This is an optimization exercise on Yosys and OpenROAD, whose aim is small area, not a production implementation. In this exercise RTL edits were held to simulation tests only and were not proved equivalent to the original.

==> flow/design.v (outline; a module is shown in full before it is edited, if it fits) <==
// module process_r_dds_0_cbkb_rom: 31 lines
// module process_r_dds_0_cbkb: 29 lines
// module process_r_dds_0_fcud_rom: 21 lines
// module process_r_dds_0_fcud: 20 lines
// module dds_mac_muladd_16eOg_DSP48_1: 37 lines
// module dds_mac_muladd_16eOg: 30 lines
// module dds_mac_mulsub_18dEe_DSP48_0: 37 lines
// module dds_mac_mulsub_18dEe: 30 lines
// module process_r: 909 lines
module process_r (
        ap_clk,
        ap_rst,
        ap_start,
        ap_done,
        ap_idle,
        ap_ready,
        ap_ce,
        incr_V,
        ap_return_0,
        ap_return_1
);
  // ...
==> flow/process_r_dds_0_cbkb_rom.dat <==
1FFFF
1FFFF
1FFFF
1FFFF
1FFFE
1FFFC
1FFFA
1FFF8
1FFF6
1FFF4
1FFF1
1FFED
1FFEA
1FFE6
1FFE2
1FFDD
1FFD9
1FFD3
1FFCE
1FFC8
1FFC2
1FFBC
1FFB5
1FFAE
1FFA7
1FFA0
1FF98
1FF90
1FF87
1FF7E
1FF75
1FF6C
1FF62
1FF58
1FF4E
1FF43
1FF38
1FF2D
1FF21
1FF16
1FF09
1FEFD
1FEF0
1FEE3
1FED6
1FEC8
1FEBA
1FEAB
1FE9D
1FE8E
1FE7F
1FE6F
1FE5F
1FE4F
1FE3F
1FE2E
1FE1D
1FE0B
1FDFA
1FDE8
1FDD5
1FDC3
1FDB0
1FD9C
1FD89
1FD75
1FD61
1FD4C
1FD38
1FD22
1FD0D
1FCF7
1FCE1
1FCCB
1FCB4
1FC9E
1FC86
1FC6F
1FC57
1FC3F
1FC26
1FC0E
1FBF4
1FBDB
1FBC1
1FBA7
1FB8D
1FB72
1FB58
1FB3C
1FB21
1FB05
1FAE9
1FACC
1FAB0
1FA93
1FA75
1FA58
1FA3A
1FA1B
1F9FD
1F9DE
1F9BF
1F99F
1F980
1F95F
1F93F
1F91E
1F8FD
1F8DC
1F8BA
1F899
1F876
1F854
1F831
1F80E
1F7EA
1F7C7
1F7A3
1F77E
1F75A
1F735
1F70F
1F6EA
1F6C4
1F69E
1F677
1F651
1F629
1F602
1F5DA
1F5B2
1F58A
1F562
1F539
1F510
1F4E6
1F4BC
1F492
1F468
1F43D
1F412
1F3E7
1F3BB
1F38F
1F363
1F337
1F30A
1F2DD
1F2AF
1F281
1F253
1F225
1F1F7
1F1C8
1F198
1F169
1F139
1F109
1F0D9
1F0A8
1F077
1F046
1F014
1EFE2
1EFB0
1EF7D
1EF4B
1EF18
1EEE4
1EEB0
1EE7C
1EE48
1EE14
1EDDF
1EDAA
1ED74
1ED3E
1ED08
1ECD2
1EC9B
1EC64
1EC2D
1EBF5
1EBBE
1EB85
1EB4D
1EB14
1EADB
1EAA2
1EA68
1EA2E
1E9F4
1E9BA
1E97F
1E944
1E908
1E8CD
1E891
1E854
1E818
1E7DB
1E79E
1E760
1E722
1E6E4
1E6A6
1E667
1E629
1E5E9
1E5AA
1E56A
1E52A
1E4EA
1E4A9
1E468
1E427
1E3E5
1E3A3
1E361
1E31F
1E2DC
1E299
1E256
1E212
1E1CE
1E18A
1E146
1E101
1E0BC
1E076
1E031
1DFEB
1DFA5
1DF5E
1DF17
1DED0
1DE89
1DE41
1DDF9
1DDB1
1DD69
1DD20
1DCD7
1DC8D
1DC44
1DBFA
1DBB0
1DB65
1DB1A
1DACF
1DA84
1DA38
1D9EC
1D9A0
1D954
1D907
1D8BA
1D86C
1D81F
1D7D1
1D782
1D734
1D6E5
1D696
1D647
1D5F7
1D5A7
1D557
1D506
1D4B6
1D465
1D413
1D3C2
1D370
1D31E
1D2CB
1D278
1D225
1D1D2
1D17E
1D12B
1D0D6
1D082
1D02D
1CFD8
1CF83
1CF2E
1CED8
1CE82
1CE2B
1CDD5
1CD7E
1CD26
1CCCF
1CC77
1CC1F
1CBC7
1CB6E
1CB15
1CABC
1CA63
1CA09
1C9AF
1C955
1C8FA
1C89F
1C844
1C7E9
1C78D
1C731
1C6D5
1C679
1C61C
1C5BF
1C562
1C504
1C4A6
1C448
1C3EA
1C38B
1C32C
1C2CD
1C26E
1C20E
1C1AE
1C14E
1C0ED
1C08C
1C02B
1BFCA
1BF68
1BF06
1BEA4
1BE42
1BDDF
1BD7C
1BD19
1BCB5
1BC52
1BBED
1BB89
1BB25
1BAC0
1BA5B
1B9F5
1B990
1B92A
1B8C4
1B85D
1B7F6
1B78F
1B728
1B6C1
1B659
1B5F1
1B589
1B520
1B4B7
1B44E
1B3E5
1B37B
1B311
1B2A7
1B23D
1B1D2
1B167
1B0FC
1B091
1B025
1AFB9
1AF4D
1AEE0
1AE74
1AE07
1AD99
1AD2C
1ACBE
1AC50
1ABE2
1AB73
1AB04
1AA95
1AA26
1A9B6
1A947
1A8D6
1A866
1A7F6
1A785
1A714
1A6A2
1A631
1A5BF
1A54D
1A4DA
1A468
1A3F5
1A382
1A30E
1A29A
1A227
1A1B2
1A13E
1A0C9
1A054
19FDF
19F6A
19EF4
19E7E
19E08
19D92
19D1B
19CA4
19C2D
19BB6
19B3E
19AC6
19A4E
199D6
1995D
198E4
1986B
197F2
19778
196FE
19684
1960A
1958F
19514
19499
1941E
193A2
19326
192AA
1922E
191B1
19135
190B8
1903A
18FBD
18F3F
18EC1
18E43
18DC4
18D46
18CC7
18C47
18BC8
18B48
18AC8
18A48
189C8
18947
188C6
18845
187C4
18742
186C1
1863F
185BC
1853A
184B7
18434
183B1
1832D
182AA
18226
181A2
1811D
18099
18014
17F8F
17F0A
17E84
17DFE
17D78
17CF2
17C6C
17BE5
17B5E
17AD7
17A4F
179C8
17940
178B8
17830
177A7
1771E
17696
1760C
17583
174F9
1746F
173E5
1735B
172D1
17246
171BB
17130
170A4
17019
16F8D
16F01
16E74
16DE8
16D5B
16CCE
16C41
16BB3
16B26
16A98
16A0A
1697C
168ED
1685E
167CF
16740
166B1
16621
16592
16502
16471
163E1
16350
162BF
1622E
1619D
1610B
1607A
15FE8
15F56
15EC3
15E31
15D9E
15D0B
15C78
15BE4
15B51
15ABD
15A29
15995
15900
1586B
157D7
15741
156AC
15617
15581
154EB
15455
153BF
15328
15291
151FB
15163
150CC
15035
14F9D
14F05
14E6D
14DD4
14D3C
14CA3
14C0A
14B71
14AD8
14A3E
149A4
1490A
14870
147D6
1473B
146A1
14606
1456B
144CF
14434
14398
142FC
14260
141C4
14127
1408A
13FEE
13F51
13EB3
13E16
13D78
13CDA
13C3C
13B9E
13B00
13A61
139C2
13923
13884
137E5
13745
136A5
13606
13565
134C5
13425
13384
132E3
13242
131A1
130FF
1305E
12FBC
12F1A
12E78
12DD6
12D33
12C91
12BEE
12B4B
12AA7
12A04
12960
128BD
12819
12775
126D0
1262C
12587
124E2
1243D
12398
122F3
1224D
121A8
12102
1205C
11FB5
11F0F
11E68
11DC2
11D1B
11C74
11BCC
11B25
11A7D
119D6
1192E
11886
117DD
11735
1168C
115E3
1153A
11491
113E8
1133F
11295
111EB
11141
11097
10FED
10F42
10E98
10DED
10D42
10C97
10BEC
10B40
10A95
109E9
1093D
10891
107E5
10738
1068C
105DF
10532
10485
103D8
1032B
1027D
101D0
10122
10074
0FFC6
0FF18
0FE69
0FDBB
0FD0C
0FC5D
0FBAE
0FAFF
0FA50
0F9A0
0F8F1
0F841
0F791
0F6E1
0F631
0F580
0F4D0
0F41F
0F36E
0F2BD
0F20C
0F15B
0F0AA
0EFF8
0EF46
0EE94
0EDE3
0ED30
0EC7E
0EBCC
0EB19
0EA67
0E9B4
0E901
0E84E
0E79A
0E6E7
0E633
0E580
0E4CC
0E418
0E364
0E2B0
0E1FB
0E147
0E092
0DFDE
0DF29
0DE74
0DDBE
0DD09
0DC54
0DB9E
0DAE9
0DA33
0D97D
0D8C7
0D810
0D75A
0D6A4
0D5ED
0D536
0D47F
0D3C8
0D311
0D25A
0D1A3
0D0EB
0D034
0CF7C
0CEC4
0CE0C
0CD54
0CC9C
0CBE3
0CB2B
0CA72
0C9B9
0C900
0C847
0C78E
0C6D5
0C61C
0C562
0C4A9
0C3EF
0C335
0C27B
0C1C1
0C107
0C04D
0BF92
0BED8
0BE1D
0BD63
0BCA8
0BBED
0BB32
0BA76
0B9BB
0B900
0B844
0B789
0B6CD
0B611
0B555
0B499
0B3DD
0B320
0B264
0B1A7
0B0EB
0B02E
0AF71
0AEB4
0ADF7
0AD3A
0AC7D
0ABBF
0AB02
0AA44
0A987
0A8C9
0A80B
0A74D
0A68F
0A5D1
0A513
0A454
0A396
0A2D7
0A219
0A15A
0A09B
09FDC
09F1D
09E5E
09D9E
09CDF
09C20
09B60
09AA1
099E1
09921
09861
097A1
096E1
09621
09561
094A0
093E0
0931F
0925F
0919E
090DD
0901C
08F5B
08E9A
08DD9
08D18
08C56
08B95
08AD4
08A12
08950
0888F
087CD
0870B
08649
08587
084C5
08402
08340
0827E
081BB
080F9
08036
07F73
07EB1
07DEE
07D2B
07C68
07BA5
07AE2
07A1E
0795B
07898
077D4
07711
0764D
0758A
074C6
07402
0733E
0727A
071B6
070F2
0702E
06F6A
06EA6
06DE1
06D1D
06C58
06B94
06ACF
06A0B
06946
06881
067BC
066F7
06632
0656D
064A8
063E3
0631E
06258
06193
060CE
06008
05F43
05E7D
05DB7
05CF2
05C2C
05B66
05AA0
059DA
05914
0584E
05788
056C2
055FC
05536
0546F
053A9
052E3
0521C
05156
0508F
04FC9
04F02
04E3B
04D75
04CAE
04BE7
04B20
04A59
04992
048CB
04804
0473D
04676
045AF
044E8
04421
04359
04292
041CB
04103
0403C
03F74
03EAD
03DE5
03D1D
03C56
03B8E
03AC6
039FF
03937
0386F
037A7
036DF
03617
0354F
03487
033BF
032F7
0322F
03167
0309F
02FD7
02F0F
02E46
02D7E
02CB6
02BEE
02B25
02A5D
02995
028CC
02804
0273B
02673
025AA
024E2
02419
02351
02288
021BF
020F7
0202E
01F65
01E9D
01DD4
01D0B
01C43
01B7A
01AB1
019E8
0191F
01857
0178E
016C5
015FC
01533
0146A
013A1
012D8
0120F
01147
0107E
00FB5
00EEC
00E23
00D5A
00C91
00BC8
00AFF
00A36
0096D
008A4
007DB
00711
00648
0057F
004B6
003ED
00324
0025B
00192
000C9

==> flow/process_r_dds_0_fcud_rom.dat <==
0000
0064
00C9
012D
0192
01F6
025B
02BF
0324
0388
03ED
0451
04B6
051A
057F
05E3
0648
06AD
0711
0776
07DA
083F
08A3
0908
096C
09D1
0A35
0A9A
0AFE
0B63
0BC7
0C2C
0C90
0CF5
0D5A
0DBE
0E23
0E87
0EEC
0F50
0FB5
1019
107E
10E2
1147
11AB
1210
1274
12D9
133E
13A2
1407
146B
14D0
1534
1599
15FD
1662
16C6
172B
178F
17F4
1858
18BD
1921
1986
19EB
1A4F
1AB4
1B18
1B7D
1BE1
1C46
1CAA
1D0F
1D73
1DD8
1E3C
1EA1
1F05
1F6A
1FCF
2033
2098
20FC
2161
21C5
222A
228E
22F3
2357
23BC
2420
2485
24E9
254E
25B2
2617
267C
26E0
2745
27A9
280E
2872
28D7
293B
29A0
2A04
2A69
2ACD
2B32
2B96
2BFB
2C5F
2CC4
2D29
2D8D
2DF2
2E56
2EBB
2F1F
2F84
2FE8
304D
30B1
3116
317A
31DF
3243
32A8
330D
3371
33D6
343A
349F
3503
3568
35CC
3631
3695
36FA
375E
37C3
3827
388C
38F0
3955
39BA
3A1E
3A83
3AE7
3B4C
3BB0
3C15
3C79
3CDE
3D42
3DA7
3E0B
3E70
3ED4
3F39
3F9E
4002
4067
40CB
4130
4194
41F9
425D
42C2
4326
438B
43EF
4454
44B8
451D
4581
45E6
464B
46AF
4714
4778
47DD
4841
48A6
490A
496F
49D3
4A38
4A9C
4B01
4B65
4BCA
4C2F
4C93
4CF8
4D5C
4DC1
4E25
4E8A
4EEE
4F53
4FB7
501C
5080
50E5
5149
51AE
5212
5277
52DC
5340
53A5
5409
546E
54D2
5537
559B
5600
5664
56C9
572D
5792
57F6
585B
58BF
5924
5989
59ED
5A52
5AB6
5B1B
5B7F
5BE4
5C48
5CAD
5D11
5D76
5DDA
5E3F
5EA3
5F08
5F6D
5FD1
6036
609A
60FF
6163
61C8
622C
6291
62F5
635A
63BE
6423
6487
64EC
6550
65B5
661A
667E
66E3
6747
67AC
6810
6875
68D9
693E
69A2
6A07
6A6B
6AD0
6B34
6B99
6BFE
6C62
6CC7
6D2B
6D90
6DF4
6E59
6EBD
6F22
6F86
6FEB
704F
70B4
7118
717D
71E1
7246
72AB
730F
7374
73D8
743D
74A1
7506
756A
75CF
7633
7698
76FC
7761
77C5
782A
788F
78F3
7958
79BC
7A21
7A85
7AEA
7B4E
7BB3
7C17
7C7C
7CE0
7D45
7DA9
7E0E
7E72
7ED7
7F3C
7FA0
8005
8069
80CE
8132
8197
81FB
8260
82C4
8329
838D
83F2
8456
84BB
851F
8584
85E9
864D
86B2
8716
877B
87DF
8844
88A8
890D
8971
89D6
8A3A
8A9F
8B03
8B68
8BCD
8C31
8C96
8CFA
8D5F
8DC3
8E28
8E8C
8EF1
8F55
8FBA
901E
9083
90E7
914C
91B0
9215
927A
92DE
9343
93A7
940C
9470
94D5
9539
959E
9602
9667
96CB
9730
9794
97F9
985E
98C2
9927
998B
99F0
9A54
9AB9
9B1D
9B82
9BE6
9C4B
9CAF
9D14
9D78
9DDD
9E41
9EA6
9F0B
9F6F
9FD4
A038
A09D
A101
A166
A1CA
A22F
A293
A2F8
A35C
A3C1
A425
A48A
A4EE
A553
A5B8
A61C
A681
A6E5
A74A
A7AE
A813
A877
A8DC
A940
A9A5
AA09
AA6E
AAD2
AB37
AB9C
AC00
AC65
ACC9
AD2E
AD92
ADF7
AE5B
AEC0
AF24
AF89
AFED
B052
B0B6
B11B
B17F
B1E4
B249
B2AD
B312
B376
B3DB
B43F
B4A4
B508
B56D
B5D1
B636
B69A
B6FF
B763
B7C8
B82D
B891
B8F6
B95A
B9BF
BA23
BA88
BAEC
BB51
BBB5
BC1A
BC7E
BCE3
BD47
BDAC
BE10
BE75
BEDA
BF3E
BFA3
C007
C06C
C0D0
C135
C199
C1FE
C262
C2C7
C32B
C390
C3F4
C459
C4BD
C522
C587
C5EB
C650
C6B4
C719
C77D
C7E2
C846
C8AB

==> flow/run.sh <==
#!/bin/bash
# synth_recipe.tcl (not shown) runs the flow's synth.tcl, then flattens the netlist and writes it again
# the make line also repeats each setting of config.mk as NAME=value (left out here)
make -C /OpenROAD-flow-scripts/flow DESIGN_CONFIG=/design/flow/config.mk WORK_HOME=/design/flow/orfs CLKGATE_MAP_FILE= SYNTH_SCRIPT=/design/flow/synth_recipe.tcl finish
==> flow/config.mk <==
export PLATFORM = sky130hd
export DESIGN_NAME = process_r
export DESIGN_NICKNAME = process_r
export VERILOG_FILES = /design/flow/design.v
export SDC_FILE = /design/flow/constraint.sdc
export NUM_CORES = 4
export LEC_CHECK = 0
export CAP_MARGIN = 20
export CORE_MARGIN = 5
export CORE_UTILIZATION = 35
export SLEW_MARGIN = 20
export SYNTH_MEMORY_MAX_BITS = 32768
==> flow/constraint.sdc <==
create_clock -name core_clock -period 9.0 [get_ports {ap_clk}]
set_input_delay 1.8000 -clock core_clock [delete_from_list [all_inputs] [get_ports {ap_clk}]]
set_output_delay 1.8000 -clock core_clock [all_outputs]
set_load 0.01 [all_outputs]
==> results.sh, run 1 <==
export IMPL_largest_cell_class="multi-input gates"
export IMPL_io_pins=71
export IMPL_use_met2_pct=46.6
export IMPL_finalMaxSlewViolations=0
export IMPL_synthTopCellsByArea="edfxtp_1, fa_1, dfxtp_1, nand2_1, ha_1"
export IMPL_vias=87400
export IMPL_outcome="no timing/DRC/antenna violations"
export IMPL_skew_ns=0.0566
export IMPL_area_delta_synth_final_pct=8.36
export IMPL_fin_nets=11300
export IMPL_min_to="ap_pipeline_reg_pp0_iter2_msb_V_reg_952[0]"
export IMPL_hold_class="flop to flop"
export IMPL_critPathBufInv=4
export IMPL_hold_ws_ns=0.384
export IMPL_via_per_inst=6.24
export IMPL_final_setup_tns_ns=0
export IMPL_max_cap_viol_count=0
export IMPL_critPathTopFamily="adder cells"
export IMPL_dpl_hpwl_um=320000
export IMPL_grtUsageMet1_pct=38.5
export IMPL_cpMostUsedCell="fa_1"
export IMPL_yosysWarnings=5
export IMPL_root_buffer="clkbuf_16"
export IMPL_antenna_found_initial=29
export IMPL_multi_input_gates=7775
export IMPL_grt_max_degree=189
==> module process_r_dds_0_fcud, before the edit <==
module process_r_dds_0_fcud(
    reset,
    clk,
    address0,
    ce0,
    q0);
parameter DataWidth = 32'd16;
parameter AddressRange = 32'd512;
parameter AddressWidth = 32'd9;
input reset;
input clk;
input[AddressWidth - 1:0] address0;
input ce0;
output[DataWidth - 1:0] q0;
process_r_dds_0_fcud_rom process_r_dds_0_fcud_rom_U(
    .clk( clk ),
    .addr0( address0 ),
    .ce0( ce0 ),
    .q0( q0 ));
endmodule
==> inputs of run 2 (changes only) <==
==> flow/design.v (replaced) <==
`timescale 1 ns / 1 ps
module process_r_dds_0_cbkb_cos (
    input  [9:0] a,
    output reg [16:0] q
);
always @(*) begin
    case (a)
    10'd0: q = 17'd131071;
    10'd1: q = 17'd131071;
    10'd2: q = 17'd131071;
    10'd3: q = 17'd131071;
    10'd4: q = 17'd131070;
    10'd5: q = 17'd131068;
    10'd6: q = 17'd131066;
    10'd7: q = 17'd131064;
    10'd8: q = 17'd131062;
    10'd9: q = 17'd131060;
    10'd10: q = 17'd131057;
    10'd11: q = 17'd131053;
    10'd12: q = 17'd131050;
    10'd13: q = 17'd131046;
    10'd14: q = 17'd131042;
    10'd15: q = 17'd131037;
    10'd16: q = 17'd131033;
    10'd17: q = 17'd131027;
    10'd18: q = 17'd131022;
    10'd19: q = 17'd131016;
    10'd20: q = 17'd131010;
    10'd21: q = 17'd131004;
    10'd22: q = 17'd130997;
    10'd23: q = 17'd130990;
    10'd24: q = 17'd130983;
    10'd25: q = 17'd130976;
    10'd26: q = 17'd130968;
    10'd27: q = 17'd130960;
    10'd28: q = 17'd130951;
    10'd29: q = 17'd130942;
    10'd30: q = 17'd130933;
    10'd31: q = 17'd130924;
    10'd32: q = 17'd130914;
    10'd33: q = 17'd130904;
    10'd34: q = 17'd130894;
    10'd35: q = 17'd130883;
    10'd36: q = 17'd130872;
    10'd37: q = 17'd130861;
    10'd38: q = 17'd130849;
    10'd39: q = 17'd130838;
    10'd40: q = 17'd130825;
    10'd41: q = 17'd130813;
    10'd42: q = 17'd130800;
    10'd43: q = 17'd130787;
    10'd44: q = 17'd130774;
    10'd45: q = 17'd130760;
    10'd46: q = 17'd130746;
    10'd47: q = 17'd130731;
    10'd48: q = 17'd130717;
    10'd49: q = 17'd130702;
    10'd50: q = 17'd130687;
    10'd51: q = 17'd130671;
    10'd52: q = 17'd130655;
    10'd53: q = 17'd130639;
    10'd54: q = 17'd130623;
    10'd55: q = 17'd130606;
    10'd56: q = 17'd130589;
    10'd57: q = 17'd130571;
    10'd58: q = 17'd130554;
    10'd59: q = 17'd130536;
    10'd60: q = 17'd130517;
    10'd61: q = 17'd130499;
    10'd62: q = 17'd130480;
    10'd63: q = 17'd130460;
    10'd64: q = 17'd130441;
    10'd65: q = 17'd130421;
    10'd66: q = 17'd130401;
    10'd67: q = 17'd130380;
    10'd68: q = 17'd130360;
    10'd69: q = 17'd130338;
    10'd70: q = 17'd130317;
    10'd71: q = 17'd130295;
    10'd72: q = 17'd130273;
    10'd73: q = 17'd130251;
    10'd74: q = 17'd130228;
    10'd75: q = 17'd130206;
    10'd76: q = 17'd130182;
    10'd77: q = 17'd130159;
    10'd78: q = 17'd130135;
    10'd79: q = 17'd130111;
    10'd80: q = 17'd130086;
    10'd81: q = 17'd130062;
    10'd82: q = 17'd130036;
    10'd83: q = 17'd130011;
    10'd84: q = 17'd129985;
    10'd85: q = 17'd129959;
    10'd86: q = 17'd129933;
    10'd87: q = 17'd129906;
    10'd88: q = 17'd129880;
    10'd89: q = 17'd129852;
    10'd90: q = 17'd129825;
    10'd91: q = 17'd129797;
    10'd92: q = 17'd129769;
    10'd93: q = 17'd129740;
    10'd94: q = 17'd129712;
    10'd95: q = 17'd129683;
    10'd96: q = 17'd129653;
    10'd97: q = 17'd129624;
    10'd98: q = 17'd129594;
    10'd99: q = 17'd129563;
    10'd100: q = 17'd129533;
    10'd101: q = 17'd129502;
    10'd102: q = 17'd129471;
    10'd103: q = 17'd129439;
    10'd104: q = 17'd129408;
    10'd105: q = 17'd129375;
    10'd106: q = 17'd129343;
    10'd107: q = 17'd129310;
    10'd108: q = 17'd129277;
    10'd109: q = 17'd129244;
    10'd110: q = 17'd129210;
    10'd111: q = 17'd129177;
    10'd112: q = 17'd129142;
    10'd113: q = 17'd129108;
    10'd114: q = 17'd129073;
    10'd115: q = 17'd129038;
    10'd116: q = 17'd129002;
    10'd117: q = 17'd128967;
    10'd118: q = 17'd128931;
    10'd119: q = 17'd128894;
    10'd120: q = 17'd128858;
    10'd121: q = 17'd128821;
    10'd122: q = 17'd128783;
    10'd123: q = 17'd128746;
    10'd124: q = 17'd128708;
    10'd125: q = 17'd128670;
    10'd126: q = 17'd128631;
    10'd127: q = 17'd128593;
    10'd128: q = 17'd128553;
    10'd129: q = 17'd128514;
    10'd130: q = 17'd128474;
    10'd131: q = 17'd128434;
    10'd132: q = 17'd128394;
    10'd133: q = 17'd128354;
    10'd134: q = 17'd128313;
    10'd135: q = 17'd128272;
    10'd136: q = 17'd128230;
    10'd137: q = 17'd128188;
    10'd138: q = 17'd128146;
    10'd139: q = 17'd128104;
    10'd140: q = 17'd128061;
    10'd141: q = 17'd128018;
    10'd142: q = 17'd127975;
    10'd143: q = 17'd127931;
    10'd144: q = 17'd127887;
    10'd145: q = 17'd127843;
    10'd146: q = 17'd127799;
    10'd147: q = 17'd127754;
    10'd148: q = 17'd127709;
    10'd149: q = 17'd127663;
    10'd150: q = 17'd127617;
    10'd151: q = 17'd127571;
    10'd152: q = 17'd127525;
    10'd153: q = 17'd127479;
    10'd154: q = 17'd127432;
    10'd155: q = 17'd127384;
    10'd156: q = 17'd127337;
    10'd157: q = 17'd127289;
    10'd158: q = 17'd127241;
    10'd159: q = 17'd127193;
    10'd160: q = 17'd127144;
    10'd161: q = 17'd127095;
    10'd162: q = 17'd127046;
    10'd163: q = 17'd126996;
    10'd164: q = 17'd126946;
    10'd165: q = 17'd126896;
    10'd166: q = 17'd126845;
    10'd167: q = 17'd126795;
    10'd168: q = 17'd126744;
    10'd169: q = 17'd126692;
    10'd170: q = 17'd126640;
    10'd171: q = 17'd126588;
    10'd172: q = 17'd126536;
    10'd173: q = 17'd126484;
    10'd174: q = 17'd126431;
    10'd175: q = 17'd126378;
    10'd176: q = 17'd126324;
    10'd177: q = 17'd126270;
    10'd178: q = 17'd126216;
    10'd179: q = 17'd126162;
    10'd180: q = 17'd126107;
    10'd181: q = 17'd126052;
    10'd182: q = 17'd125997;
    10'd183: q = 17'd125941;
    10'd184: q = 17'd125886;
    10'd185: q = 17'd125829;
    10'd186: q = 17'd125773;
    10'd187: q = 17'd125716;
    10'd188: q = 17'd125659;
    10'd189: q = 17'd125602;
    10'd190: q = 17'd125544;
    10'd191: q = 17'd125486;
    10'd192: q = 17'd125428;
    10'd193: q = 17'd125370;
    10'd194: q = 17'd125311;
    10'd195: q = 17'd125252;
    10'd196: q = 17'd125192;
    10'd197: q = 17'd125133;
    10'd198: q = 17'd125073;
    10'd199: q = 17'd125012;
    10'd200: q = 17'd124952;
    10'd201: q = 17'd124891;
    10'd202: q = 17'd124830;
    10'd203: q = 17'd124768;
    10'd204: q = 17'd124706;
    10'd205: q = 17'd124644;
    10'd206: q = 17'd124582;
    10'd207: q = 17'd124519;
    10'd208: q = 17'd124457;
    10'd209: q = 17'd124393;
    10'd210: q = 17'd124330;
    10'd211: q = 17'd124266;
    10'd212: q = 17'd124202;
    10'd213: q = 17'd124138;
    10'd214: q = 17'd124073;
    10'd215: q = 17'd124008;
    10'd216: q = 17'd123943;
    10'd217: q = 17'd123877;
    10'd218: q = 17'd123811;
    10'd219: q = 17'd123745;
    10'd220: q = 17'd123679;
    10'd221: q = 17'd123612;
    10'd222: q = 17'd123545;
    10'd223: q = 17'd123478;
    10'd224: q = 17'd123410;
    10'd225: q = 17'd123342;
    10'd226: q = 17'd123274;
    10'd227: q = 17'd123206;
    10'd228: q = 17'd123137;
    10'd229: q = 17'd123068;
    10'd230: q = 17'd122998;
    10'd231: q = 17'd122929;
    10'd232: q = 17'd122859;
    10'd233: q = 17'd122789;
    10'd234: q = 17'd122718;
    10'd235: q = 17'd122647;
    10'd236: q = 17'd122576;
    10'd237: q = 17'd122505;
    10'd238: q = 17'd122433;
    10'd239: q = 17'd122361;
    10'd240: q = 17'd122289;
    10'd241: q = 17'd122217;
    10'd242: q = 17'd122144;
    10'd243: q = 17'd122071;
    10'd244: q = 17'd121997;
    10'd245: q = 17'd121924;
    10'd246: q = 17'd121850;
    10'd247: q = 17'd121776;
    10'd248: q = 17'd121701;
    10'd249: q = 17'd121626;
    10'd250: q = 17'd121551;
    10'd251: q = 17'd121476;
    10'd252: q = 17'd121400;
    10'd253: q = 17'd121324;
    10'd254: q = 17'd121248;
    10'd255: q = 17'd121172;
    10'd256: q = 17'd121095;
    10'd257: q = 17'd121018;
    10'd258: q = 17'd120940;
    10'd259: q = 17'd120863;
    10'd260: q = 17'd120785;
    10'd261: q = 17'd120706;
    10'd262: q = 17'd120628;
    10'd263: q = 17'd120549;
    10'd264: q = 17'd120470;
    10'd265: q = 17'd120391;
    10'd266: q = 17'd120311;
    10'd267: q = 17'd120231;
    10'd268: q = 17'd120151;
    10'd269: q = 17'd120070;
    10'd270: q = 17'd119990;
    10'd271: q = 17'd119909;
    10'd272: q = 17'd119827;
    10'd273: q = 17'd119746;
    10'd274: q = 17'd119664;
    10'd275: q = 17'd119582;
    10'd276: q = 17'd119499;
    10'd277: q = 17'd119416;
    10'd278: q = 17'd119333;
    10'd279: q = 17'd119250;
    10'd280: q = 17'd119166;
    10'd281: q = 17'd119083;
    10'd282: q = 17'd118998;
    10'd283: q = 17'd118914;
    10'd284: q = 17'd118829;
    10'd285: q = 17'd118744;
    10'd286: q = 17'd118659;
    10'd287: q = 17'd118574;
    10'd288: q = 17'd118488;
    10'd289: q = 17'd118402;
    10'd290: q = 17'd118315;
    10'd291: q = 17'd118229;
    10'd292: q = 17'd118142;
    10'd293: q = 17'd118054;
    10'd294: q = 17'd117967;
    10'd295: q = 17'd117879;
    10'd296: q = 17'd117791;
    10'd297: q = 17'd117703;
    10'd298: q = 17'd117614;
    10'd299: q = 17'd117525;
    10'd300: q = 17'd117436;
    10'd301: q = 17'd117347;
    10'd302: q = 17'd117257;
    10'd303: q = 17'd117167;
    10'd304: q = 17'd117077;
    10'd305: q = 17'd116986;
    10'd306: q = 17'd116895;
    10'd307: q = 17'd116804;
    10'd308: q = 17'd116713;
    10'd309: q = 17'd116621;
    10'd310: q = 17'd116529;
    10'd311: q = 17'd116437;
    10'd312: q = 17'd116345;
    10'd313: q = 17'd116252;
    10'd314: q = 17'd116159;
    10'd315: q = 17'd116066;
    10'd316: q = 17'd115972;
    10'd317: q = 17'd115878;
    10'd318: q = 17'd115784;
    10'd319: q = 17'd115690;
    10'd320: q = 17'd115595;
    10'd321: q = 17'd115500;
    10'd322: q = 17'd115405;
    10'd323: q = 17'd115310;
    10'd324: q = 17'd115214;
    10'd325: q = 17'd115118;
    10'd326: q = 17'd115022;
    10'd327: q = 17'd114925;
    10'd328: q = 17'd114828;
    10'd329: q = 17'd114731;
    10'd330: q = 17'd114634;
    10'd331: q = 17'd114536;
    10'd332: q = 17'd114438;
    10'd333: q = 17'd114340;
    10'd334: q = 17'd114242;
    10'd335: q = 17'd114143;
    10'd336: q = 17'd114044;
    10'd337: q = 17'd113945;
    10'd338: q = 17'd113845;
    10'd339: q = 17'd113746;
    10'd340: q = 17'd113645;
    10'd341: q = 17'd113545;
    10'd342: q = 17'd113445;
    10'd343: q = 17'd113344;
    10'd344: q = 17'd113243;
    10'd345: q = 17'd113141;
    10'd346: q = 17'd113040;
    10'd347: q = 17'd112938;
    10'd348: q = 17'd112836;
    10'd349: q = 17'd112733;
    10'd350: q = 17'd112630;
    10'd351: q = 17'd112527;
    10'd352: q = 17'd112424;
    10'd353: q = 17'd112321;
    10'd354: q = 17'd112217;
    10'd355: q = 17'd112113;
    10'd356: q = 17'd112009;
    10'd357: q = 17'd111904;
    10'd358: q = 17'd111799;
    10'd359: q = 17'd111694;
    10'd360: q = 17'd111589;
    10'd361: q = 17'd111483;
    10'd362: q = 17'd111377;
    10'd363: q = 17'd111271;
    10'd364: q = 17'd111165;
    10'd365: q = 17'd111058;
    10'd366: q = 17'd110951;
    10'd367: q = 17'd110844;
    10'd368: q = 17'd110737;
    10'd369: q = 17'd110629;
    10'd370: q = 17'd110521;
    10'd371: q = 17'd110413;
    10'd372: q = 17'd110304;
    10'd373: q = 17'd110196;
    10'd374: q = 17'd110087;
    10'd375: q = 17'd109977;
    10'd376: q = 17'd109868;
    10'd377: q = 17'd109758;
    10'd378: q = 17'd109648;
    10'd379: q = 17'd109538;
    10'd380: q = 17'd109427;
    10'd381: q = 17'd109316;
    10'd382: q = 17'd109205;
    10'd383: q = 17'd109094;
    10'd384: q = 17'd108982;
    10'd385: q = 17'd108871;
    10'd386: q = 17'd108758;
    10'd387: q = 17'd108646;
    10'd388: q = 17'd108534;
    10'd389: q = 17'd108421;
    10'd390: q = 17'd108308;
    10'd391: q = 17'd108194;
    10'd392: q = 17'd108081;
    10'd393: q = 17'd107967;
    10'd394: q = 17'd107853;
    10'd395: q = 17'd107738;
    10'd396: q = 17'd107624;
    10'd397: q = 17'd107509;
    10'd398: q = 17'd107394;
    10'd399: q = 17'd107278;
    10'd400: q = 17'd107162;
    10'd401: q = 17'd107047;
    10'd402: q = 17'd106930;
    10'd403: q = 17'd106814;
    10'd404: q = 17'd106697;
    10'd405: q = 17'd106580;
    10'd406: q = 17'd106463;
    10'd407: q = 17'd106346;
    10'd408: q = 17'd106228;
    10'd409: q = 17'd106110;
    10'd410: q = 17'd105992;
    10'd411: q = 17'd105874;
    10'd412: q = 17'd105755;
    10'd413: q = 17'd105636;
    10'd414: q = 17'd105517;
    10'd415: q = 17'd105398;
    10'd416: q = 17'd105278;
    10'd417: q = 17'd105158;
    10'd418: q = 17'd105038;
    10'd419: q = 17'd104918;
    10'd420: q = 17'd104797;
    10'd421: q = 17'd104676;
    10'd422: q = 17'd104555;
    10'd423: q = 17'd104434;
    10'd424: q = 17'd104312;
    10'd425: q = 17'd104190;
    10'd426: q = 17'd104068;
    10'd427: q = 17'd103946;
    10'd428: q = 17'd103823;
    10'd429: q = 17'd103700;
    10'd430: q = 17'd103577;
    10'd431: q = 17'd103454;
    10'd432: q = 17'd103330;
    10'd433: q = 17'd103206;
    10'd434: q = 17'd103082;
    10'd435: q = 17'd102958;
    10'd436: q = 17'd102833;
    10'd437: q = 17'd102709;
    10'd438: q = 17'd102584;
    10'd439: q = 17'd102458;
    10'd440: q = 17'd102333;
    10'd441: q = 17'd102207;
    10'd442: q = 17'd102081;
    10'd443: q = 17'd101955;
    10'd444: q = 17'd101828;
    10'd445: q = 17'd101702;
    10'd446: q = 17'd101575;
    10'd447: q = 17'd101447;
    10'd448: q = 17'd101320;
    10'd449: q = 17'd101192;
    10'd450: q = 17'd101064;
    10'd451: q = 17'd100936;
    10'd452: q = 17'd100808;
    10'd453: q = 17'd100679;
    10'd454: q = 17'd100550;
    10'd455: q = 17'd100421;
    10'd456: q = 17'd100292;
    10'd457: q = 17'd100162;
    10'd458: q = 17'd100033;
    10'd459: q = 17'd99903;
    10'd460: q = 17'd99772;
    10'd461: q = 17'd99642;
    10'd462: q = 17'd99511;
    10'd463: q = 17'd99380;
    10'd464: q = 17'd99249;
    10'd465: q = 17'd99117;
    10'd466: q = 17'd98986;
    10'd467: q = 17'd98854;
    10'd468: q = 17'd98722;
    10'd469: q = 17'd98589;
    10'd470: q = 17'd98457;
    10'd471: q = 17'd98324;
    10'd472: q = 17'd98191;
    10'd473: q = 17'd98058;
    10'd474: q = 17'd97924;
    10'd475: q = 17'd97790;
    10'd476: q = 17'd97656;
    10'd477: q = 17'd97522;
    10'd478: q = 17'd97388;
    10'd479: q = 17'd97253;
    10'd480: q = 17'd97118;
    10'd481: q = 17'd96983;
    10'd482: q = 17'd96847;
    10'd483: q = 17'd96712;
    10'd484: q = 17'd96576;
    10'd485: q = 17'd96440;
    10'd486: q = 17'd96304;
    10'd487: q = 17'd96167;
    10'd488: q = 17'd96030;
    10'd489: q = 17'd95894;
    10'd490: q = 17'd95756;
    10'd491: q = 17'd95619;
    10'd492: q = 17'd95481;
    10'd493: q = 17'd95343;
    10'd494: q = 17'd95205;
    10'd495: q = 17'd95067;
    10'd496: q = 17'd94929;
    10'd497: q = 17'd94790;
    10'd498: q = 17'd94651;
    10'd499: q = 17'd94512;
    10'd500: q = 17'd94372;
    10'd501: q = 17'd94233;
    10'd502: q = 17'd94093;
    10'd503: q = 17'd93953;
    10'd504: q = 17'd93812;
    10'd505: q = 17'd93672;
    10'd506: q = 17'd93531;
    10'd507: q = 17'd93390;
    10'd508: q = 17'd93249;
    10'd509: q = 17'd93107;
    10'd510: q = 17'd92966;
    10'd511: q = 17'd92824;
    default: q = 17'd92682;
    endcase
end
endmodule
module process_r_dds_0_cbkb_sin (
    input  [9:0] a,
    output reg [16:0] q
);
always @(*) begin
    case (a)
    10'd0: q = 17'd0;
    10'd1: q = 17'd201;
    10'd2: q = 17'd402;
    10'd3: q = 17'd603;
    10'd4: q = 17'd804;
    10'd5: q = 17'd1005;
    10'd6: q = 17'd1206;
    10'd7: q = 17'd1407;
    10'd8: q = 17'd1608;
    10'd9: q = 17'd1809;
    10'd10: q = 17'd2011;
    10'd11: q = 17'd2212;
    10'd12: q = 17'd2413;
    10'd13: q = 17'd2614;
    10'd14: q = 17'd2815;
    10'd15: q = 17'd3016;
    10'd16: q = 17'd3217;
    10'd17: q = 17'd3418;
    10'd18: q = 17'd3619;
    10'd19: q = 17'd3820;
    10'd20: q = 17'd4021;
    10'd21: q = 17'd4222;
    10'd22: q = 17'd4423;
    10'd23: q = 17'd4623;
    10'd24: q = 17'd4824;
    10'd25: q = 17'd5025;
    10'd26: q = 17'd5226;
    10'd27: q = 17'd5427;
    10'd28: q = 17'd5628;
    10'd29: q = 17'd5829;
    10'd30: q = 17'd6030;
    10'd31: q = 17'd6231;
    10'd32: q = 17'd6431;
    10'd33: q = 17'd6632;
    10'd34: q = 17'd6833;
    10'd35: q = 17'd7034;
    10'd36: q = 17'd7235;
    10'd37: q = 17'd7435;
    10'd38: q = 17'd7636;
    10'd39: q = 17'd7837;
    10'd40: q = 17'd8037;
    10'd41: q = 17'd8238;
    10'd42: q = 17'd8439;
    10'd43: q = 17'd8639;
    10'd44: q = 17'd8840;
    10'd45: q = 17'd9041;
    10'd46: q = 17'd9241;
    10'd47: q = 17'd9442;
    10'd48: q = 17'd9642;
    10'd49: q = 17'd9843;
    10'd50: q = 17'd10043;
    10'd51: q = 17'd10244;
    10'd52: q = 17'd10444;
    10'd53: q = 17'd10645;
    10'd54: q = 17'd10845;
    10'd55: q = 17'd11045;
    10'd56: q = 17'd11246;
    10'd57: q = 17'd11446;
    10'd58: q = 17'd11646;
    10'd59: q = 17'd11846;
    10'd60: q = 17'd12047;
    10'd61: q = 17'd12247;
    10'd62: q = 17'd12447;
    10'd63: q = 17'd12647;
    10'd64: q = 17'd12847;
    10'd65: q = 17'd13047;
    10'd66: q = 17'd13247;
    10'd67: q = 17'd13447;
    10'd68: q = 17'd13647;
    10'd69: q = 17'd13847;
    10'd70: q = 17'd14047;
    10'd71: q = 17'd14247;
    10'd72: q = 17'd14447;
    10'd73: q = 17'd14647;
    10'd74: q = 17'd14847;
    10'd75: q = 17'd15046;
    10'd76: q = 17'd15246;
    10'd77: q = 17'd15446;
    10'd78: q = 17'd15645;
    10'd79: q = 17'd15845;
    10'd80: q = 17'd16045;
    10'd81: q = 17'd16244;
    10'd82: q = 17'd16444;
    10'd83: q = 17'd16643;
    10'd84: q = 17'd16843;
    10'd85: q = 17'd17042;
    10'd86: q = 17'd17241;
    10'd87: q = 17'd17441;
    10'd88: q = 17'd17640;
    10'd89: q = 17'd17839;
    10'd90: q = 17'd18038;
    10'd91: q = 17'd18237;
    10'd92: q = 17'd18436;
    10'd93: q = 17'd18635;
    10'd94: q = 17'd18834;
    10'd95: q = 17'd19033;
    10'd96: q = 17'd19232;
    10'd97: q = 17'd19431;
    10'd98: q = 17'd19630;
    10'd99: q = 17'd19829;
    10'd100: q = 17'd20027;
    10'd101: q = 17'd20226;
    10'd102: q = 17'd20425;
    10'd103: q = 17'd20623;
    10'd104: q = 17'd20822;
    10'd105: q = 17'd21020;
    10'd106: q = 17'd21219;
    10'd107: q = 17'd21417;
    10'd108: q = 17'd21615;
    10'd109: q = 17'd21814;
    10'd110: q = 17'd22012;
    10'd111: q = 17'd22210;
    10'd112: q = 17'd22408;
    10'd113: q = 17'd22606;
    10'd114: q = 17'd22804;
    10'd115: q = 17'd23002;
    10'd116: q = 17'd23200;
    10'd117: q = 17'd23398;
    10'd118: q = 17'd23596;
    10'd119: q = 17'd23794;
    10'd120: q = 17'd23991;
    10'd121: q = 17'd24189;
    10'd122: q = 17'd24387;
    10'd123: q = 17'd24584;
    10'd124: q = 17'd24782;
    10'd125: q = 17'd24979;
    10'd126: q = 17'd25176;
    10'd127: q = 17'd25374;
    10'd128: q = 17'd25571;
    10'd129: q = 17'd25768;
    10'd130: q = 17'd25965;
    10'd131: q = 17'd26162;
    10'd132: q = 17'd26359;
    10'd133: q = 17'd26556;
    10'd134: q = 17'd26753;
    10'd135: q = 17'd26950;
    10'd136: q = 17'd27147;
    10'd137: q = 17'd27343;
    10'd138: q = 17'd27540;
    10'd139: q = 17'd27736;
    10'd140: q = 17'd27933;
    10'd141: q = 17'd28129;
    10'd142: q = 17'd28326;
    10'd143: q = 17'd28522;
    10'd144: q = 17'd28718;
    10'd145: q = 17'd28914;
    10'd146: q = 17'd29110;
    10'd147: q = 17'd29306;
    10'd148: q = 17'd29502;
    10'd149: q = 17'd29698;
    10'd150: q = 17'd29894;
    10'd151: q = 17'd30090;
    10'd152: q = 17'd30285;
    10'd153: q = 17'd30481;
    10'd154: q = 17'd30676;
    10'd155: q = 17'd30872;
    10'd156: q = 17'd31067;
    10'd157: q = 17'd31262;
    10'd158: q = 17'd31458;
    10'd159: q = 17'd31653;
    10'd160: q = 17'd31848;
    10'd161: q = 17'd32043;
    10'd162: q = 17'd32238;
    10'd163: q = 17'd32433;
    10'd164: q = 17'd32627;
    10'd165: q = 17'd32822;
    10'd166: q = 17'd33017;
    10'd167: q = 17'd33211;
    10'd168: q = 17'd33406;
    10'd169: q = 17'd33600;
    10'd170: q = 17'd33794;
    10'd171: q = 17'd33989;
    10'd172: q = 17'd34183;
    10'd173: q = 17'd34377;
    10'd174: q = 17'd34571;
    10'd175: q = 17'd34765;
    10'd176: q = 17'd34959;
    10'd177: q = 17'd35152;
    10'd178: q = 17'd35346;
    10'd179: q = 17'd35540;
    10'd180: q = 17'd35733;
    10'd181: q = 17'd35926;
    10'd182: q = 17'd36120;
    10'd183: q = 17'd36313;
    10'd184: q = 17'd36506;
    10'd185: q = 17'd36699;
    10'd186: q = 17'd36892;
    10'd187: q = 17'd37085;
    10'd188: q = 17'd37278;
    10'd189: q = 17'd37471;
    10'd190: q = 17'd37663;
    10'd191: q = 17'd37856;
    10'd192: q = 17'd38048;
    10'd193: q = 17'd38241;
    10'd194: q = 17'd38433;
    10'd195: q = 17'd38625;
    10'd196: q = 17'd38817;
    10'd197: q = 17'd39009;
    10'd198: q = 17'd39201;
    10'd199: q = 17'd39393;
    10'd200: q = 17'd39585;
    10'd201: q = 17'd39776;
    10'd202: q = 17'd39968;
    10'd203: q = 17'd40159;
    10'd204: q = 17'd40350;
    10'd205: q = 17'd40542;
    10'd206: q = 17'd40733;
    10'd207: q = 17'd40924;
    10'd208: q = 17'd41115;
    10'd209: q = 17'd41306;
    10'd210: q = 17'd41497;
    10'd211: q = 17'd41687;
    10'd212: q = 17'd41878;
    10'd213: q = 17'd42068;
    10'd214: q = 17'd42259;
    10'd215: q = 17'd42449;
    10'd216: q = 17'd42639;
    10'd217: q = 17'd42829;
    10'd218: q = 17'd43019;
    10'd219: q = 17'd43209;
    10'd220: q = 17'd43399;
    10'd221: q = 17'd43588;
    10'd222: q = 17'd43778;
    10'd223: q = 17'd43967;
    10'd224: q = 17'd44157;
    10'd225: q = 17'd44346;
    10'd226: q = 17'd44535;
    10'd227: q = 17'd44724;
    10'd228: q = 17'd44913;
    10'd229: q = 17'd45102;
    10'd230: q = 17'd45291;
    10'd231: q = 17'd45479;
    10'd232: q = 17'd45668;
    10'd233: q = 17'd45856;
    10'd234: q = 17'd46045;
    10'd235: q = 17'd46233;
    10'd236: q = 17'd46421;
    10'd237: q = 17'd46609;
    10'd238: q = 17'd46797;
    10'd239: q = 17'd46985;
    10'd240: q = 17'd47172;
    10'd241: q = 17'd47360;
    10'd242: q = 17'd47547;
    10'd243: q = 17'd47734;
    10'd244: q = 17'd47922;
    10'd245: q = 17'd48109;
    10'd246: q = 17'd48296;
    10'd247: q = 17'd48483;
    10'd248: q = 17'd48669;
    10'd249: q = 17'd48856;
    10'd250: q = 17'd49042;
    10'd251: q = 17'd49229;
    10'd252: q = 17'd49415;
    10'd253: q = 17'd49601;
    10'd254: q = 17'd49787;
    10'd255: q = 17'd49973;
    10'd256: q = 17'd50159;
    10'd257: q = 17'd50345;
    10'd258: q = 17'd50530;
    10'd259: q = 17'd50716;
    10'd260: q = 17'd50901;
    10'd261: q = 17'd51086;
    10'd262: q = 17'd51271;
    10'd263: q = 17'd51456;
    10'd264: q = 17'd51641;
    10'd265: q = 17'd51826;
    10'd266: q = 17'd52011;
    10'd267: q = 17'd52195;
    10'd268: q = 17'd52380;
    10'd269: q = 17'd52564;
    10'd270: q = 17'd52748;
    10'd271: q = 17'd52932;
    10'd272: q = 17'd53116;
    10'd273: q = 17'd53300;
    10'd274: q = 17'd53483;
    10'd275: q = 17'd53667;
    10'd276: q = 17'd53850;
    10'd277: q = 17'd54033;
    10'd278: q = 17'd54216;
    10'd279: q = 17'd54399;
    10'd280: q = 17'd54582;
    10'd281: q = 17'd54765;
    10'd282: q = 17'd54948;
    10'd283: q = 17'd55130;
    10'd284: q = 17'd55312;
    10'd285: q = 17'd55495;
    10'd286: q = 17'd55677;
    10'd287: q = 17'd55859;
    10'd288: q = 17'd56041;
    10'd289: q = 17'd56222;
    10'd290: q = 17'd56404;
    10'd291: q = 17'd56585;
    10'd292: q = 17'd56766;
    10'd293: q = 17'd56948;
    10'd294: q = 17'd57129;
    10'd295: q = 17'd57310;
    10'd296: q = 17'd57490;
    10'd297: q = 17'd57671;
    10'd298: q = 17'd57851;
    10'd299: q = 17'd58032;
    10'd300: q = 17'd58212;
    10'd301: q = 17'd58392;
    10'd302: q = 17'd58572;
    10'd303: q = 17'd58752;
    10'd304: q = 17'd58931;
    10'd305: q = 17'd59111;
    10'd306: q = 17'd59290;
    10'd307: q = 17'd59470;
    10'd308: q = 17'd59649;
    10'd309: q = 17'd59828;
    10'd310: q = 17'd60007;
    10'd311: q = 17'd60185;
    10'd312: q = 17'd60364;
    10'd313: q = 17'd60542;
    10'd314: q = 17'd60720;
    10'd315: q = 17'd60899;
    10'd316: q = 17'd61076;
    10'd317: q = 17'd61254;
    10'd318: q = 17'd61432;
    10'd319: q = 17'd61610;
    10'd320: q = 17'd61787;
    10'd321: q = 17'd61964;
    10'd322: q = 17'd62141;
    10'd323: q = 17'd62318;
    10'd324: q = 17'd62495;
    10'd325: q = 17'd62672;
    10'd326: q = 17'd62848;
    10'd327: q = 17'd63025;
    10'd328: q = 17'd63201;
    10'd329: q = 17'd63377;
    10'd330: q = 17'd63553;
    10'd331: q = 17'd63729;
    10'd332: q = 17'd63904;
    10'd333: q = 17'd64080;
    10'd334: q = 17'd64255;
    10'd335: q = 17'd64430;
    10'd336: q = 17'd64605;
    10'd337: q = 17'd64780;
    10'd338: q = 17'd64955;
    10'd339: q = 17'd65129;
    10'd340: q = 17'd65304;
    10'd341: q = 17'd65478;
    10'd342: q = 17'd65652;
    10'd343: q = 17'd65826;
    10'd344: q = 17'd66000;
    10'd345: q = 17'd66173;
    10'd346: q = 17'd66347;
    10'd347: q = 17'd66520;
    10'd348: q = 17'd66693;
    10'd349: q = 17'd66866;
    10'd350: q = 17'd67039;
    10'd351: q = 17'd67212;
    10'd352: q = 17'd67384;
    10'd353: q = 17'd67557;
    10'd354: q = 17'd67729;
    10'd355: q = 17'd67901;
    10'd356: q = 17'd68073;
    10'd357: q = 17'd68245;
    10'd358: q = 17'd68416;
    10'd359: q = 17'd68588;
    10'd360: q = 17'd68759;
    10'd361: q = 17'd68930;
    10'd362: q = 17'd69101;
    10'd363: q = 17'd69272;
    10'd364: q = 17'd69442;
    10'd365: q = 17'd69613;
    10'd366: q = 17'd69783;
    10'd367: q = 17'd69953;
    10'd368: q = 17'd70123;
    10'd369: q = 17'd70293;
    10'd370: q = 17'd70463;
    10'd371: q = 17'd70632;
    10'd372: q = 17'd70801;
    10'd373: q = 17'd70970;
    10'd374: q = 17'd71139;
    10'd375: q = 17'd71308;
    10'd376: q = 17'd71477;
    10'd377: q = 17'd71645;
    10'd378: q = 17'd71814;
    10'd379: q = 17'd71982;
    10'd380: q = 17'd72150;
    10'd381: q = 17'd72317;
    10'd382: q = 17'd72485;
    10'd383: q = 17'd72652;
    10'd384: q = 17'd72820;
    10'd385: q = 17'd72987;
    10'd386: q = 17'd73154;
    10'd387: q = 17'd73320;
    10'd388: q = 17'd73487;
    10'd389: q = 17'd73653;
    10'd390: q = 17'd73820;
    10'd391: q = 17'd73986;
    10'd392: q = 17'd74152;
    10'd393: q = 17'd74317;
    10'd394: q = 17'd74483;
    10'd395: q = 17'd74648;
    10'd396: q = 17'd74813;
    10'd397: q = 17'd74978;
    10'd398: q = 17'd75143;
    10'd399: q = 17'd75308;
    10'd400: q = 17'd75472;
    10'd401: q = 17'd75637;
    10'd402: q = 17'd75801;
    10'd403: q = 17'd75965;
    10'd404: q = 17'd76128;
    10'd405: q = 17'd76292;
    10'd406: q = 17'd76455;
    10'd407: q = 17'd76619;
    10'd408: q = 17'd76782;
    10'd409: q = 17'd76945;
    10'd410: q = 17'd77107;
    10'd411: q = 17'd77270;
    10'd412: q = 17'd77432;
    10'd413: q = 17'd77594;
    10'd414: q = 17'd77756;
    10'd415: q = 17'd77918;
    10'd416: q = 17'd78079;
    10'd417: q = 17'd78241;
    10'd418: q = 17'd78402;
    10'd419: q = 17'd78563;
    10'd420: q = 17'd78724;
    10'd421: q = 17'd78885;
    10'd422: q = 17'd79045;
    10'd423: q = 17'd79205;
    10'd424: q = 17'd79366;
    10'd425: q = 17'd79525;
    10'd426: q = 17'd79685;
    10'd427: q = 17'd79845;
    10'd428: q = 17'd80004;
    10'd429: q = 17'd80163;
    10'd430: q = 17'd80322;
    10'd431: q = 17'd80481;
    10'd432: q = 17'd80640;
    10'd433: q = 17'd80798;
    10'd434: q = 17'd80956;
    10'd435: q = 17'd81114;
    10'd436: q = 17'd81272;
    10'd437: q = 17'd81430;
    10'd438: q = 17'd81587;
    10'd439: q = 17'd81745;
    10'd440: q = 17'd81902;
    10'd441: q = 17'd82058;
    10'd442: q = 17'd82215;
    10'd443: q = 17'd82372;
    10'd444: q = 17'd82528;
    10'd445: q = 17'd82684;
    10'd446: q = 17'd82840;
    10'd447: q = 17'd82996;
    10'd448: q = 17'd83151;
    10'd449: q = 17'd83307;
    10'd450: q = 17'd83462;
    10'd451: q = 17'd83617;
    10'd452: q = 17'd83771;
    10'd453: q = 17'd83926;
    10'd454: q = 17'd84080;
    10'd455: q = 17'd84234;
    10'd456: q = 17'd84388;
    10'd457: q = 17'd84542;
    10'd458: q = 17'd84696;
    10'd459: q = 17'd84849;
    10'd460: q = 17'd85002;
    10'd461: q = 17'd85155;
    10'd462: q = 17'd85308;
    10'd463: q = 17'd85460;
    10'd464: q = 17'd85613;
    10'd465: q = 17'd85765;
    10'd466: q = 17'd85917;
    10'd467: q = 17'd86069;
    10'd468: q = 17'd86220;
    10'd469: q = 17'd86371;
    10'd470: q = 17'd86523;
    10'd471: q = 17'd86673;
    10'd472: q = 17'd86824;
    10'd473: q = 17'd86975;
    10'd474: q = 17'd87125;
    10'd475: q = 17'd87275;
    10'd476: q = 17'd87425;
    10'd477: q = 17'd87575;
    10'd478: q = 17'd87724;
    10'd479: q = 17'd87873;
    10'd480: q = 17'd88023;
    10'd481: q = 17'd88171;
    10'd482: q = 17'd88320;
    10'd483: q = 17'd88469;
    10'd484: q = 17'd88617;
    10'd485: q = 17'd88765;
    10'd486: q = 17'd88913;
    10'd487: q = 17'd89060;
    10'd488: q = 17'd89208;
    10'd489: q = 17'd89355;
    10'd490: q = 17'd89502;
    10'd491: q = 17'd89649;
    10'd492: q = 17'd89795;
    10'd493: q = 17'd89942;
    10'd494: q = 17'd90088;
    10'd495: q = 17'd90234;
    10'd496: q = 17'd90379;
    10'd497: q = 17'd90525;
    10'd498: q = 17'd90670;
    10'd499: q = 17'd90815;
    10'd500: q = 17'd90960;
    10'd501: q = 17'd91105;
    10'd502: q = 17'd91249;
    10'd503: q = 17'd91394;
    10'd504: q = 17'd91538;
    10'd505: q = 17'd91681;
    10'd506: q = 17'd91825;
    10'd507: q = 17'd91968;
    10'd508: q = 17'd92111;
    10'd509: q = 17'd92254;
    10'd510: q = 17'd92397;
    10'd511: q = 17'd92540;
    default: q = 17'd92682;
    endcase
end
endmodule
`timescale 1 ns / 1 ps
module process_r_dds_0_fcud (
    input  [8:0]  a,
    output [15:0] q
);
wire [29:0] g = ({a, 21'd0} - {a, 19'd0}) + ({a, 16'd0} + {a, 13'd0})
              + ({a, 9'd0} - {a, 2'd0} - {21'd0, a});
assign q = g[29:14] ^ {14'd0, {2{a == 9'd501}}};
endmodule
`timescale 1 ns / 1 ps
module process_r (
        ap_clk,
        ap_rst,
        ap_start,
        ap_done,
        ap_idle,
        ap_ready,
        ap_ce,
        incr_V,
        ap_return_0,
        ap_return_1
);
input   ap_clk;
input   ap_rst;
input   ap_start;
output  ap_done;
output  ap_idle;
output  ap_ready;
input   ap_ce;
input  [31:0] incr_V;
output  [15:0] ap_return_0;
output  [15:0] ap_return_1;
reg  [17:1] vld;
reg  [31:0] acc;
reg  [20:0] ph [2:15];
integer k;
always @(posedge ap_clk) begin
    if (ap_rst) begin
        vld <= 17'd0;
        acc <= 32'd0;
    end else if (ap_ce) begin
        vld <= {vld[16:1], ap_start};
        if (ap_start)
            acc <= acc + incr_V;
    end
end
always @(posedge ap_clk) begin
    if (ap_ce) begin
        ph[2] <= acc[31:11];
        for (k = 3; k <= 15; k = k + 1)
            ph[k] <= ph[k-1];
    end
end
assign ap_ready = ap_start & ap_ce;
assign ap_done  = ap_ce & vld[17];
assign ap_idle  = ~ap_start & ~(|vld);
wire [1:0] quad = ph[15][20:19];
wire [9:0] lsb  = ph[15][18:9];
wire [8:0] fi   = ph[15][8:0];
wire       swap = lsb[9] & (|lsb[8:0]);
wire [9:0] m    = lsb[9] ? (10'd0 - lsb) : lsb;
wire [16:0] tc, ts;
wire [15:0] fw;
process_r_dds_0_cbkb_cos cos_rom (.a(m), .q(tc));
process_r_dds_0_cbkb_sin sin_rom (.a(m), .q(ts));
process_r_dds_0_fcud     fine_rom (.a(fi), .q(fw));
reg  [16:0] c0_q, c1_q;
reg  [15:0] fw_q;
reg  [1:0]  quad_q;
reg         fnz_q, lnz_q;
always @(posedge ap_clk) begin
    if (ap_ce) begin
        c0_q   <= swap ? ts : tc;
        c1_q   <= swap ? tc : ts;
        fw_q   <= fw;
        quad_q <= quad;
        fnz_q  <= |fi;
        lnz_q  <= |lsb;
    end
end
wire [41:0] x = {c0_q, 25'd0} - c1_q * fw_q;
wire [41:0] y = {c1_q, 25'd0} + c0_q * fw_q;
wire stx = fnz_q & lnz_q;
wire sty = fnz_q;
wire [14:0] kx = x[41:27];
wire [14:0] ky = y[41:27];
wire upx = x[26] & (x[25] | stx | kx[0]) & ~(&kx);
wire upy = y[26] & (y[25] | sty | ky[0]) & ~(&ky);
reg  [14:0] kx_q, ky_q;
reg         upx_q, upy_q;
reg  [1:0]  quad_r;
always @(posedge ap_clk) begin
    if (ap_ce) begin
        kx_q   <= kx;
        ky_q   <= ky;
        upx_q  <= upx;
        upy_q  <= upy;
        quad_r <= quad_q;
    end
end
wire [14:0] kc  = quad_r[0] ? ky_q  : kx_q;
wire        upc = quad_r[0] ? upy_q : upx_q;
wire [14:0] ks  = quad_r[0] ? kx_q  : ky_q;
wire        ups = quad_r[0] ? upx_q : upy_q;
wire negc = quad_r[1] ^ quad_r[0];
wire negs = quad_r[1];
assign ap_return_0 = {negc, kc ^ {15{negc}}} + {15'd0, upc ^ negc};
assign ap_return_1 = {negs, ks ^ {15{negs}}} + {15'd0, ups ^ negs};
endmodule
removed: flow/process_r_dds_0_cbkb_rom.dat
removed: flow/process_r_dds_0_fcud_rom.dat
==> run 2 against run 1 <==
Critical path depth grew 1. Non-clock buffer count shrank 127. Setup slack lost 0.50 ns. Global-route usage shrank 3.0 points. Register-to-register slack lost 0.50 ns. Still clean. Wire length shrank 52%. Largest cell class unchanged.
==> results.sh, run 2 <==
export IMPL_outcome="no timing/DRC/antenna violations"
export IMPL_final_setup_tns_ns=0
export IMPL_min_period_over_period_pct=86.7
export IMPL_dpl_hpwl_um=155000
export IMPL_grt_max_degree=146
export IMPL_post_cts_buffers=0
export IMPL_drt_pass1_iter_count=7
export IMPL_io_pins=71
export IMPL_cts_sinks=431
export IMPL_synth_common_cells="inv_1, nand2_1, fa_1"
export IMPL_cts_htree_levels=2
export IMPL_root_buffer="clkbuf_16"
export IMPL_max_freq_ghz=0.128
export IMPL_synth_area_leader_cell="edfxtp_1"
export IMPL_yosysWarnings=4
export IMPL_arrival_ns=8.15
export IMPL_netlist_area_um2=50400
export IMPL_synth_cell_types=113
export IMPL_finalHoldViolations=0
export IMPL_post_drt_wl_per_cell_um=28.3
export IMPL_rsz0062_at_grt="no"
export IMPL_drtIter0Drc=5879
export IMPL_syn_avg_cell_area_um2=8.92
export IMPL_top_register="ph"
export IMPL_start_kind="flop"
export IMPL_start_util_pct=35.1
export IMPL_cts_tree="yes"
export IMPL_die_w_um=390
export IMPL_clk_latency_ns=0.63
export IMPL_grt_pass1_wl_um=310000
export IMPL_setup_violations=0
export IMPL_core_um2=143000
export IMPL_hold_class="flop to flop"
export IMPL_post_cts_resize_count=0
export IMPL_gp_congestion=1.08
export IMPL_layout_common_cells="inv_1, nand2_1, fa_1"
export IMPL_clk_path_buf_depth=3
export IMPL_antenna_found_initial=19
export IMPL_placed_cells=7404
export IMPL_syn_inst=5655
export IMPL_final_cell_count_no_fill=7505
export IMPL_largest_reg_flops=294
export IMPL_min_path_cells=0
export IMPL_synthesis_nets=6536
export IMPL_worst_pin_slew_ns=1.21
export IMPL_reg2reg_slack_ns=1.20
export IMPL_vias=45600
export IMPL_yosysTopAreaCellShare_pct=22.7
export IMPL_ys_flop_type="edfxtp_1"
export IMPL_via_per_inst=6.08
export IMPL_max_cap_viol_count=0
export IMPL_required_ns=9.35
export IMPL_cp_max_fo=20
export IMPL_crit_type="flop to flop"
export IMPL_grt_pass1_vias=45300
export IMPL_ys_seq_elements=431
export IMPL_synthTopCellsByArea="edfxtp_1, fa_1, ha_1, inv_1, nand2_1"
export IMPL_rr_worst_depth=22
export IMPL_wirelength_um=212000
export IMPL_ctsHoldBuffers=0
export IMPL_fin_nets=6434
export IMPL_relSlewSlack_pct=18.8
export IMPL_grt_use_total_pct=27.3
export IMPL_grt_overflow_total=0
export IMPL_final_layout_size_suffix_gt1_share_pct=6.24
export IMPL_cts_buffers=48
export IMPL_path_clk_slew_ns=0.07
export IMPL_synthArstFlopShare_pct=0
export IMPL_seq_area_frac_synth_pct=24.7
export IMPL_cp_end_kind="flop"
export IMPL_post_route_min_period_ns=7.80
export IMPL_finalMaxSlewViolations=0
export IMPL_rows=139
export IMPL_ant_nets=0
export IMPL_fp_dieH_um=390
export IMPL_drc_errors=0
export IMPL_io_buffer_count=70
export IMPL_synth_edf_count=382
export IMPL_skew_ns=0.0385
export IMPL_area_delta_synth_final_pct=9.01
export IMPL_dieArea_um2=152000
export IMPL_layout_commonest_cell="inv_1"
export IMPL_yosysMostFrequentCell="inv_1"
-- run 2: cell count changes after synthesis, sizes merged, moves of 352 or more --
cell / change
clkbuf: -352
nand2: -504
edfxtp: -522
nor2: -622
a21oi: -397
o21ai: -440
-- run 2: per-layer routing --
metal  share of wire, %  wire length (um)  track usage, %
met1                 39             82500            34.6
met3                 10             21400            6.72
met2                 43             91200            41.7
met5              0.041                88               0
met4                8.0             16900            16.9
-- run 2: kinds of logic after synthesis --
logic type               Yosys count  synth area share, %
buffers and inverters           1070                 8.73
flip-flops                       431                 24.7
multiplexers                      87                 1.84
AND/OR/NAND/NOR                 1688                 16.0
AO/OA/AOI/OAI                   1385                 18.3
XOR/XNOR                         149                 2.68
adder cells (fa/ha/maj)          845                 27.8
-- run 2: worst paths after layout --
path / end / startpoint
setup / recovery: upy_q / fw_q[2]
hold / removal: ph[15][0] / ph[14][0]
setup reg to reg: upy_q / fw_q[2]
hold reg to reg: ph[15][0] / ph[14][0]
-- run 2: worst max-delay path, stage by stage (launching register included) --
cell and delay, ns:
edfxtp_1 0.81, buf_4 0.33, nand2_1 0.10, fa_1 0.53, fa_1 0.55, inv_1 0.07, fa_1 0.49, fa_1 0.50
fa_1 0.50, inv_1 0.05, fa_1 0.47, inv_1 0.05, ha_1 0.34, a21oi_1 0.15, o21ai_0 0.18, a21oi_1 0.20
nor3b_1 0.12, a41o_1 0.21, a2111oi_1 0.89, mux2i_1 0.32, o2111a_1 0.22, nand4_1 0.12, o31a_1 0.30
-- run 2: layout make-up --
cell class	count	area (um^2)
clock inverter	38	454
antenna	9	22.5
sequential	431	12500
tap	1903	2380
timing repair buffer	242	2130
clock buffer	52	1220
inverter	676	2550
multi-input combinational	4154	33800
fill	14600	88500
-- run 2: stage by stage --
stage          hold WS, ns  instance area (um^2)  utilization, %  setup WS [ns]
4_1_cts              0.410                 54900            38.3           1.05
5_1_grt              0.411                 55000            38.3          0.706
6_report             0.404                 55000            38.3           1.20
3_5_place_dp         0.405                 53200            37.1           1.13
3_3_place_gp         0.400                 53200            37.1          0.875
2_1_floorplan        0.400                 50400               -           2.19

[port drivers added, routing unchanged]
In the flow no input, the clock included, has a driving cell. The finished layouts below were timed again as built, in two steps.
Step 1 assumes that a clkbuf_16 drives the clock port and a buf_2 every other input.
Step 2 times the ports against the registers' clock, not the clock port: input delays grow and output delays shrink by t, the midpoint of the rising clock arrivals with the driver on.
a / b / c = ideal ports / drivers / drivers and shift; a / b = the first two.
| run | shift t [ns] | setup WS [ns] | worst setup path at the end | worst slew at a driven data input, ns |
|---|---|---|---|---|
| run 1 | 0.804 | 1.694 / 1.695 / 1.695 | register to register | 0.23 |
| run 2 | 0.696 | 1.199 / 1.199 / 1.199 | register to register | 0.12 |
After both steps every run listed still meets setup and hold.
